This is an optimization exercise on Yosys and OpenROAD, whose aim is small area, not a production implementation. No functional check of the RTL was part of this run.

### flow/design.v
`timescale 1ns/1ps
module mf_alu #(parameter WIDTH = 16) (
    input clk,     
    input rst_n,   
    input signed [WIDTH-1:0] a1, a2, b1, b2,
    input op, is_complex, use_cop,
    output logic signed [WIDTH-1:0] out1, out2
);
    wire signed [WIDTH-1:0] res1_add, res2_add;  
    wire signed [WIDTH-1:0] res1_cop, res2_cop;  
    arithm #(WIDTH) ar1(clk, rst_n, a1, a2, b1, b2, op, res1_add, res2_add);
    coproc #(WIDTH) cop(clk, rst_n, a1, a2, b1, b2, op, is_complex, res1_cop, res2_cop);
    assign out1 = use_cop ? res1_cop : res1_add;
    assign out2 = use_cop ? res2_cop : res2_add;
endmodule
module arithm #(parameter WIDTH = 16) (
    input clk,     
    input rst_n,   
    input signed [WIDTH-1:0] a1, a2, b1, b2,
    input addsub,
    output logic signed [WIDTH-1:0] out1, out2
);
    reg signed [WIDTH-1:0] res1, res2; 
    assign res1 = addsub ? (a1-a2) : (a1+a2);
    assign res2 = addsub ? (b1-b2) : (b1+b2);
    always_ff @(posedge clk or negedge rst_n) begin
        if(~rst_n) begin
            {out2, out1} <= '0;
        end else begin
            out1 <= res1;
            out2 <= res2;
        end
    end
endmodule
module coproc #(parameter WIDTH = 16) (
    input clk,     
    input rst_n,   
    input signed [WIDTH-1:0] a1, a2, b1, b2,
    input muldiv, is_complex,
    output logic signed [WIDTH-1:0] out1, out2
);
    reg signed [WIDTH-1:0] res1, res2; 
    function automatic signed [WIDTH-1:0] sdiv(input signed [WIDTH-1:0] n, input signed [WIDTH-1:0] d);
        if (d == 0)
            sdiv = -1;
        else if (d == -1)
            sdiv = -n;
        else
            sdiv = n / d;
    endfunction
    always_comb begin 
        case (is_complex)
            0:  case (muldiv)
                    0:  begin   
                            res1 = a1*a2;
                            res2 = b1*b2;
                        end
                    1:  begin
                            res1 = sdiv(a1, a2);
                            res2 = sdiv(b1, b2);
                        end
                endcase
            1:  case (muldiv)
                    0:  begin
                            res1 = (a1*a2) - (b1*b2);  
                            res2 = (a1*b2) + (b1*a2);
                        end
                    1:  begin
                            res1 = sdiv((a1*a2) + (b1*b2), (a2*a2)+(b2*b2));
                            res2 = sdiv((a2*b1) - (b2*a1), (a2*a2)+(b2*b2));
                        end
                endcase
        endcase
    end
    always_ff @(posedge clk or negedge rst_n) begin
        if(~rst_n) begin
            {out2, out1} <= '0;
        end else begin
            out1 <= res1;
            out2 <= res2;
        end
    end
endmodule
### flow/run.sh
#!/bin/bash
# synth_recipe.tcl (not shown) runs the flow's synth.tcl, then flattens the netlist and writes it again
# the make line also repeats each setting of config.mk as NAME=value (left out here)
make -C /OpenROAD-flow-scripts/flow DESIGN_CONFIG=/design/flow/config.mk WORK_HOME=/design/flow/orfs CLKGATE_MAP_FILE= SYNTH_SCRIPT=/design/flow/synth_recipe.tcl finish
### flow/config.mk
export PLATFORM = sky130hd
export DESIGN_NAME = mf_alu
export DESIGN_NICKNAME = mf_alu
export VERILOG_FILES = /design/flow/design.v
export SDC_FILE = /design/flow/constraint.sdc
export NUM_CORES = 4
export LEC_CHECK = 0
export CAP_MARGIN = 20
export CORE_MARGIN = 2
export CORE_UTILIZATION = 45
export SLEW_MARGIN = 20
### flow/constraint.sdc
create_clock -name core_clock -period 70.0 [get_ports {clk}]
set_input_delay 14.0000 -clock core_clock [delete_from_list [all_inputs] [get_ports {clk}]]
set_output_delay 14.0000 -clock core_clock [all_outputs]
set_load 0.01 [all_outputs]
==> impl_metrics.toml <==
[run_status]
status = "no timing/DRC/antenna violations"

[setup_path]
path_common_cell = "o21a_1"
startpoint = "b2[12]"
cp.required_ns = 70.22
setup.worst_path.class = "input port to register"
critical_path.max_fanout = 23
end_kind = "register"
cp.arrival_ns = 64.16
cpPeakStageDelay_ns = 1.17
crit_path_top_delay_cell = "clkdlybuf4s50_1"
critPathLaunchType = "input port"

[global_route]
grt_pass1_wl_um = 320000
grt_pass1_vias = 55300
gr-usage-all-layers_pct = 29.8
grt_max_degree = 65
grt_antenna_before_repair = 9
gr-total-overflow = 0

[synth]
ys.flop_type = "dfrtp_1"
synth_nets = 9459
ys_async_sr_fraction_pct = 100
netlist_instances = 7904
yosysTopAreaCell = "ha_1"
synth_edf_count = 0
synthDistinctLibCells = 106
syn-cell-area_um2 = 60000
synth.avg_cell_area_um2 = 7.59
synthMuxAreaShare_pct = 3.91
ys_ff_latch = 64
yosys-top-cells-area = "ha_1 21%, fa_1 16%, xnor2_1 6.6%"
synth_top_area_share_pct = 20.9
synth_adder_area_share_pct = 37.1
synth-xor-area-share_pct = 9.09
synth_compound_area_share_pct = 18.3
synthSimpleGateAreaFrac_pct = 20.5
ys_seq_area_share_pct = 2.67
yosysWarnings = 4
synth_top_family_by_area = "adder cells"

[sta]
hold_viol = 0
worstMarginPinSlew_ns = 1.08
fmax_mhz = 15.6
period_needed_ns = 63.94
final_max_slew_viol_count = 0
rsz0062_at_grt = "false"
final.period_utilization_pct = 91.3
fin_setup_tns_ns = 0
setup-violations-final = 0
slew_headroom_pct = 27.3

[detailed_routing]
drc_errors = 0
wl_per_cell_um = 21.4
wl_met3_um = 14100
ant_nets = 0
num_vias = 56500
drtIter0Drc = 4659
drt_wl_total_um = 206000
post_drt_via_cell_ratio = 5.87
top_layer_used = "met5"
dr_wl_met2_um = 93200
drt-pass1-iter-count = 9
drt-met1-wl_um = 92400

[floorplanning]
die-area_um2 = 136000
row_count = 133
die_h_um = 369
start_util_pct = 45.5
ios = 101
core-area_um2 = 132000
die_w_um = 369

[cts]
clockBufferDepth = 2
postCtsSetupBuffers = 0
ctsResizeCount = 0
cts_made_buffers = 9
cts.sinks = 64
hold_buffers = 0
cts_tree = "built"
h-tree-depth = 3
root_buffer = "clkbuf_16"
clkTransAtPathRegs_ns = 0.06

[placed_design]
gp_congestion = 0.944
hpwlAfterDp_um = 164000
port_buffers = 100
dp_cells = 9601
dpl_cell_area_um2 = 63200

[layout]
finalNetCount = 9412
fillers = 13200
syn_to_final_growth_pct = 5.88
instances_no_fill = 9618
design_area_um2 = 63500
drive_gt1_share_pct = 6.17

[run]
cap_violations = 0

[hold_path]
hp-class = "input port to asynchronous set/reset pin"
-- cell families after synthesis --
logic type,after synthesis
muxes,212
AOI/OAI and AO/OA,1667
and+or+nand+nor,2523
xor gates and xnor gates,615
adders and majority gates,1488
DFF,64
buffers and inverters,1335
-- cells in the mapped netlist (26+ instances only) --
cell / instances
or2_2: 44
dfrtp_1: 64
o21ai_0: 337
ha_1: 1004
mux2_2: 171
xor2_1: 155
a21oi_1: 373
nand3_1: 104
a211oi_1: 38
a21boi_0: 46
o21bai_1: 50
clkbuf_1: 276
inv_1: 1007
mux2i_1: 39
nor4_1: 30
o31ai_1: 74
o211ai_1: 29
a21o_1: 133
a31oi_1: 71
nand2b_1: 78
and2_1: 356
buf_1: 26
and3_1: 45
xnor2_1: 455
nand4_1: 43
nor2_1: 600
nor2b_1: 65
fa_1: 482
or3_1: 83
nor3_1: 317
nand2_1: 660
o21a_1: 273
-- placed cells by master (no fill, tap or decap), types with 171 or more instances in the layout --
| cell type | netlist | final |
|---|---|---|
| a21oi_1 | 373 | 372 |
| and2_1 | 356 | 356 |
| fa_1 | 482 | 482 |
| ha_1 | 1004 | 1004 |
| inv_1 | 1007 | 1007 |
| mux2_2 | 171 | 171 |
| nand2_1 | 660 | 660 |
| nor2_1 | 600 | 598 |
| nor3_1 | 317 | 317 |
| o21a_1 | 273 | 273 |
| o21ai_0 | 337 | 336 |
| xnor2_1 | 455 | 449 |
-- state kept, by name, indices dropped and copies added (netlist names) --
register	count
ar1.out2	16
cop.out1	16
ar1.out1	16
cop.out2	16
-- final timing paths --
kind / endpoint / slack, ns / cells past startpoint
setup / recovery: cop.out1[4] / 6.06 / 196
max in group asynchronous: ar1.out2[3] / 55.58 / 1
min in group core_clock: cop.out1[4] / 14.35 / 3
hold / removal: ar1.out1[8] / 13.75 / 1
-- per-stage QoR --
step / util, % / hold slack, ns / setup slack [ns]
after global placement: 47.9 / 14.17 / 6.75
final: 48.1 / 13.75 / 6.06
after global routing: 48.1 / 13.83 / 2.63
after CTS: 48.1 / 13.78 / 6.67
after detailed placement: 47.9 / 14.17 / 6.54
after floorplan: - / 13.70 / 13.27
-- worst max-delay path: cells and delay by family --
kind / cells / cell delay [ns]
AOI/OAI and AO/OA: 117 / 26.78
adders and majority gates: 24 / 8.77
and+or+nand+nor: 31 / 8.03
buffers and inverters: 14 / 3.46
xor gates and xnor gates: 7 / 1.80
muxes: 3 / 1.21
-- final cells by class --
class / count / area [um2] / share of cell area (%)
diodes: 1 / 2.50 / 0.00394
repair buffers: 254 / 2070 / 3.27
clock buffers: 11 / 253 / 0.398
clock inverters: 5 / 31.3 / 0.0493
well taps: 1755 / 2200 / 3.46
inverters: 1023 / 3840 / 6.05
multi-input cells: 6505 / 53500 / 84.3
flip-flops and latches: 64 / 1600 / 2.52
-- metal layers --
layer,vias to the layer above,GRT usage (%)
met5,-,0
met3,308,2.77
li1,26800,-
met4,2,7.80
met1,27400,41.3
met2,1968,49.5

separate check: timing with driven ports:
No port has a modelled driver above. Below, the same layout with a new extraction and two added sets of constraints. Step 1 assumes that a clkbuf_16 drives the clock port and a buf_2 every other input. Step 2, shift: input delay + t, output delay - t, t = (earliest + latest rising clock arrival at the registers) / 2. This alone moves slack from input paths to output paths. a / b / c = no drivers / after step 1 / after step 2; a / b = the first two.
t (ns): 0.421
setup WS [ns]: 6.057 / 6.086 / 5.665
cell pins on the clock port's net: 1
After both steps this run still meets setup and hold. The setup slack of this run moves by +0.029 ns with the drivers and by -0.392 ns with both steps.
